From an optimization exercise on the open Yosys and OpenROAD flow, aimed at small area and a short achievable clock period; shortcuts taken in it are not production practice.
No functional check of the RTL was part of this run.

**design/flow/run.sh**
```bash
#!/bin/bash
# synth_recipe.tcl (not shown) runs the flow's synth.tcl, then flattens the netlist and writes it again
# the make line also repeats each setting of config.mk as NAME=value (left out here)
make -C /OpenROAD-flow-scripts/flow DESIGN_CONFIG=/design/flow/config.mk WORK_HOME=/design/flow/orfs CLKGATE_MAP_FILE= SYNTH_SCRIPT=/design/flow/synth_recipe.tcl finish
```
**design/flow/config.mk**
```make
export PLATFORM = sky130hd
export DESIGN_NAME = cordic
export DESIGN_NICKNAME = cordic
export VERILOG_FILES = /design/flow/design.v
export SDC_FILE = /design/flow/constraint.sdc
export NUM_CORES = 4
export LEC_CHECK = 0
export CAP_MARGIN = 20
export CORE_MARGIN = 2
export CORE_UTILIZATION = 45
export SLEW_MARGIN = 20
```
**design/flow/constraint.sdc**
```tcl
create_clock -name core_clock -period 5.5 [get_ports {clk}]
set_input_delay 1.1000 -clock core_clock [delete_from_list [all_inputs] [get_ports {clk}]]
set_output_delay 1.1000 -clock core_clock [all_outputs]
set_load 0.01 [all_outputs]
```
**design/flow/design.v**
```verilog
module cordic
  #(vectoring = 1,                                 
    width = 16,                                    
    iterations = width + 2,                        
    guard_bits = iterations - 1)                   
   (input  wire                       reset,       
    input  wire                       clk,         
    input  wire                       en,          
    input  wire  signed [width - 1:0] x0, y0, z0,  
    output logic signed [width    :0] x, y,        
    output logic signed [width - 1:0] z);          
   localparam logic signed [width - 1:0] pi_2 = 2**(width - 2);  
   function automatic logic signed [width + guard_bits - 1:0] atan_z(input integer i);
      case (i)
        0: atan_z = 33'd1073741824;
        1: atan_z = 33'd633866811;
        2: atan_z = 33'd334917815;
        3: atan_z = 33'd170009512;
        4: atan_z = 33'd85334662;
        5: atan_z = 33'd42708931;
        6: atan_z = 33'd21359677;
        7: atan_z = 33'd10680490;
        8: atan_z = 33'd5340327;
        9: atan_z = 33'd2670173;
        10: atan_z = 33'd1335088;
        11: atan_z = 33'd667544;
        12: atan_z = 33'd333772;
        13: atan_z = 33'd166886;
        14: atan_z = 33'd83443;
        15: atan_z = 33'd41722;
        16: atan_z = 33'd20861;
        17: atan_z = 33'd10430;
        default: atan_z = '0;
      endcase
   endfunction  
   logic signed [width + guard_bits    :0] xr[iterations + 1], yr[iterations + 1];
   logic signed [width + guard_bits - 1:0] zr[iterations + 1];
   always_ff @(posedge clk or posedge reset)
     if (reset)
       for (int i = 0; i < iterations + 1; ++i)
         begin
            xr[i] <= '0;
            yr[i] <= '0;
            zr[i] <= '0;
         end
     else
       if (en)
         for (int i = -1; i < iterations; ++i)
           if (i == -1)
             if (vectoring == 1)
               if (x0 < 0 && y0 >= 0)  
                 begin
                    xr[0] <= y0          << guard_bits;
                    yr[0] <= -x0         << guard_bits;
                    zr[0] <= (z0 + pi_2) << guard_bits;
                 end
               else if (x0 < 0 && y0 < 0)  
                 begin
                    xr[0] <= -y0         << guard_bits;
                    yr[0] <= x0          << guard_bits;
                    zr[0] <= (z0 - pi_2) << guard_bits;
                 end
               else
                 begin
                    xr[0] <= x0 << guard_bits;
                    yr[0] <= y0 << guard_bits;
                    zr[0] <= z0 << guard_bits;
                 end
             else
               if (z0[$left(z0)-:2] == 2'b10)  
                 begin
                    xr[0] <= y0          << guard_bits;
                    yr[0] <= -x0         << guard_bits;
                    zr[0] <= (z0 + pi_2) << guard_bits;
                 end
               else if (z0[$left(z0)-:2] == 2'b01)  
                 begin
                    xr[0] <= -y0         << guard_bits;
                    yr[0] <= x0          << guard_bits;
                    zr[0] <= (z0 - pi_2) << guard_bits;
                 end
               else
                 begin
                    xr[0] <= x0 << guard_bits;
                    yr[0] <= y0 << guard_bits;
                    zr[0] <= z0 << guard_bits;
                 end
           else
             if (vectoring == 1)
               if (yr[i] >= 0)
                 begin
                    xr[i + 1] <= xr[i] + (yr[i] >>> i);
                    yr[i + 1] <= yr[i] - (xr[i] >>> i);
                    zr[i + 1] <= zr[i] + atan_z(i);
                 end
               else
                 begin
                    xr[i + 1] <= xr[i] - (yr[i] >>> i);
                    yr[i + 1] <= yr[i] + (xr[i] >>> i);
                    zr[i + 1] <= zr[i] - atan_z(i);
                 end
             else
               if (zr[i] < 0)
                 begin
                    xr[i + 1] <= xr[i] + (yr[i] >>> i);
                    yr[i + 1] <= yr[i] - (xr[i] >>> i);
                    zr[i + 1] <= zr[i] + atan_z(i);
                 end
               else
                 begin
                    xr[i + 1] <= xr[i] - (yr[i] >>> i);
                    yr[i + 1] <= yr[i] + (xr[i] >>> i);
                    zr[i + 1] <= zr[i] - atan_z(i);
                 end
   always_ff @(posedge clk or posedge reset)
     if (reset)
       begin
          x <= '0;
          y <= '0;
          z <= '0;
       end
     else
       if (en)
         begin
            x <= round_result(xr[iterations]);
            y <= round_result(yr[iterations]);
            z <= round_result(zr[iterations]);
         end
   function signed [width:0] round_result(input signed [width + guard_bits:0] x);
      round_result = (x + 2**(guard_bits - 1)) >>> guard_bits;
   endfunction
endmodule
```
==> run summary <==
status timing/DRC/antenna clean; final hold vios 0; Critical Path Max Stage Delay 0.54 ns; fmax 0.1890 GHz; clock sinks 1698; post-place setup slack 0.1872 ns; CTS Root Cell clkbuf_16; CP endpoint kind register; reg2reg end xr[14][28]; PortBufs 100; hold depth 1; row count 210; Crit path top cell by count or4_1; worst setup margin 0.2082 ns; Worst-Margin Slew 0.9495 ns; final net count 18350; vias in the first global route 115172; Rel. slew slack 36.70%; critical path peak fanout 4; crit share post-route 96.21%; Critical Path AT 6.06 ns; Tot GR Track Use 23.25%; hold_ws 0.4694 ns; CTS tree done; largest net degree at the start of global routing 185; Worst-path clk slew 0.06 ns; first-pass GRT wire length 632.8 mm; WHS Endpoint zr[13][2]; area grow syn2layout 9.922%; setup_tns 0 ns; Crit-path slowest cell or4_1; placed cell count 20819; Placed Area 154900 µm²; GR Overflow Total 0; share of layout cells above drive strength 1 10.92%; initial antenna violation count 7; Reg-to-Reg Start yr[13][19]; Reg area 42510 µm²; Final Skew 0.04291 ns; Synth warnings 4; Antenna Nets Post-Route 0; Finished Cell Area 162200 µm²; Remaining DRCs 0; core area 326900 µm²; worst hold path class register to register; multi-input logic area 101400 µm²; worst skew pair latency 0.92 ns; cell area after synthesis 147500 µm²; Fill cells 31399; Via Count 120688; MaxCap Viol Count 0; CP Class register to register; WL per Instance 18.76 µm; Clock Path Buffers 4; Iteration-0 DRC Markers 6943; synthesized instance count 16495; crit path buf inv count 1; Util after Layout 49.62%; full die area 332500 µm²; asr flop ratio synth 100.0%; post-DP HPWL 312.0 mm; worst-path cell chain or4_1, or2_2, or4_1, or4_1, o21ai_0, xnor2_1, ha_1, nor2b_1, o21ai_0, nand2b_1, or4_1, o21ai_1, a211oi_1, nor3_2, buf_4, nor3_1, or3_1, a31o_2; htree depth 4; critical path launch point type register; ys flop type dfrtp_1; Die W 576.6 µm; Worst Hold Launch zr[12][2]; fin cells 21212; Slew Limit Fails 0; Routed WL 398.0 mm; mean post-synth cell area 8.945 µm²; Yosys cell types 105; Worst EP required 6.27 ns; drt first pass iters 8; Ports 101; RePlAce Congestion 0.9103; Die H 576.6 µm; min cycle time layout 5.292 ns; synthesized flop and latch total 1698; effective utilization at floorplan 45.14%; CP top delay family simple AND/OR/NAND/NOR gates; CTS Buf Count 211; setup violators final 0; R2R depth 18; sequential area share after synthesis 28.80%; routed vias/inst 5.690; r2r setup slk 0.21 ns; Post-synth EDFFs 0
cells in the mapped netlist (102+ instances only):
cell | instances | area share (%)
xor2_1 | 644 | 3.8
a21oi_1 | 1389 | 4.7
nor3_1 | 356 | 1.2
o21bai_1 | 190 | 0.97
mux2_2 | 1039 | 7.9
o31ai_1 | 293 | 1.5
o21ai_0 | 965 | 3.3
nand3_1 | 317 | 1.1
and3_1 | 155 | 0.66
nand2_1 | 1126 | 2.9
nand2b_1 | 215 | 0.91
o21a_1 | 190 | 0.97
xnor2_1 | 1282 | 7.6
ha_1 | 1566 | 13
o211ai_1 | 103 | 0.52
inv_1 | 655 | 1.7
or3_1 | 175 | 0.74
a31oi_1 | 164 | 0.70
dfrtp_1 | 1698 | 29
nor2b_1 | 221 | 0.94
a211oi_1 | 126 | 0.64
a21o_1 | 631 | 3.2
nor2_1 | 1128 | 2.9
clkbuf_1 | 409 | 1.0
nand4_1 | 102 | 0.43
timing repair:
item | in CTS | in global routing
hold buffers | 0 | 0
resized for setup | 0 | 17
buffers inserted | 0 | 1
setup endpoints to repair | 0 | 18
worst register-to-register path: cells and delay by family (launching register included):
kind            cells  cell delay, ns
flops               1            0.42
buf+inv             1            0.16
fa+ha+maj           1            0.28
xor+xnor            1            0.18
simple gates       10            3.14
compound gates      5            0.99
flip-flops by register name, summed over array words and instances (netlist names):
register / cells
yr: 544
x: 17
z: 16
xr: 542
zr: 562
y: 17
layout by cell type (no fill, tap or decap), types with 631 or more instances in the layout:
| master | count |
|---|---|
| dfrtp_1 | 1683 |
| inv_1 | 653 |
| ha_1 | 1566 |
| nor2_1 | 1127 |
| xor2_1 | 644 |
| nand2_1 | 1126 |
| a21o_1 | 631 |
| a21oi_1 | 1389 |
| o21ai_0 | 965 |
| mux2_2 | 1039 |
| xnor2_1 | 1282 |
routing by layer:
metal | up-vias | GRT usage (%) | wire length [µm] | share of wire [%]
met1 | 57712 | 30.60 | 180400 | 45
met4 | 2 | 7.453 | 13640 | 3.4
li1 | 60403 | - | - | -
met2 | 1974 | 40.11 | 190600 | 48
met3 | 597 | 2.100 | 13350 | 3.4
met5 | - | 0 | 10 | 0.0025
cell families after synthesis:
group	after synthesis	share of synthesized area [%]
buffers and inverters	1139	2.905
AOI/OAI and AO/OA	4742	20.58
and+or+nand+nor	4278	14.04
adders and majority gates	1612	13.90
DFF	1698	28.80
muxes	1099	8.337
xor gates and xnor gates	1926	11.43
other	1	0.002542
layout make-up:
cell class | count | area share [%]
repair buffers | 322 | 1.967
clock inverters | 91 | 0.6936
diodes | 8 | 0.01234
well taps | 4346 | 3.353
multi-input cells | 13793 | 62.49
flip-flops and latches | 1698 | 26.21
inverters | 661 | 1.537
clock buffers | 293 | 3.732
worst max-delay path by stage:
stage	from	to	slack [ns]	cells past startpoint
2_1_floorplan	reset	x[0]	-19.14	1
3_3_place_gp	yr[6][9]	xr[7][31]	0.15	20
3_5_place_dp	yr[6][9]	xr[7][31]	0.19	20
4_1_cts	xr[7][7]	yr[8][33]	0.17	22
5_1_grt	xr[7][7]	yr[8][33]	-0.005	23
6_report	yr[13][19]	xr[14][28]	0.21	18

==> what the ideal ports hide <==
The flow's constraints put no driver on any port. The routed layout listed below was extracted and timed again, unchanged, in two steps.
Step 1: set_driving_cell puts a clkbuf_16 on clk and a buf_2 on each other input, an assumption about the parent block.
Step 2 times the ports against the registers' clock, not the clock port: input delays grow and output delays shrink by t, the midpoint of the rising clock arrivals with the driver on.
Slacks: no drivers / after step 1 / after step 2; pairs: no drivers / after step 1.
shift t [ns]: 0.998
slack for setup (ns): 0.208 / 0.208 / 0.208
worst setup path after step 2: register to register
slew at the worst register clock pin (ns): 0.07 / 0.07
After both steps this run still meets setup and hold. For this run, drivers alone change the setup slack by 0.000 ns; drivers and shift together by 0.000 ns.
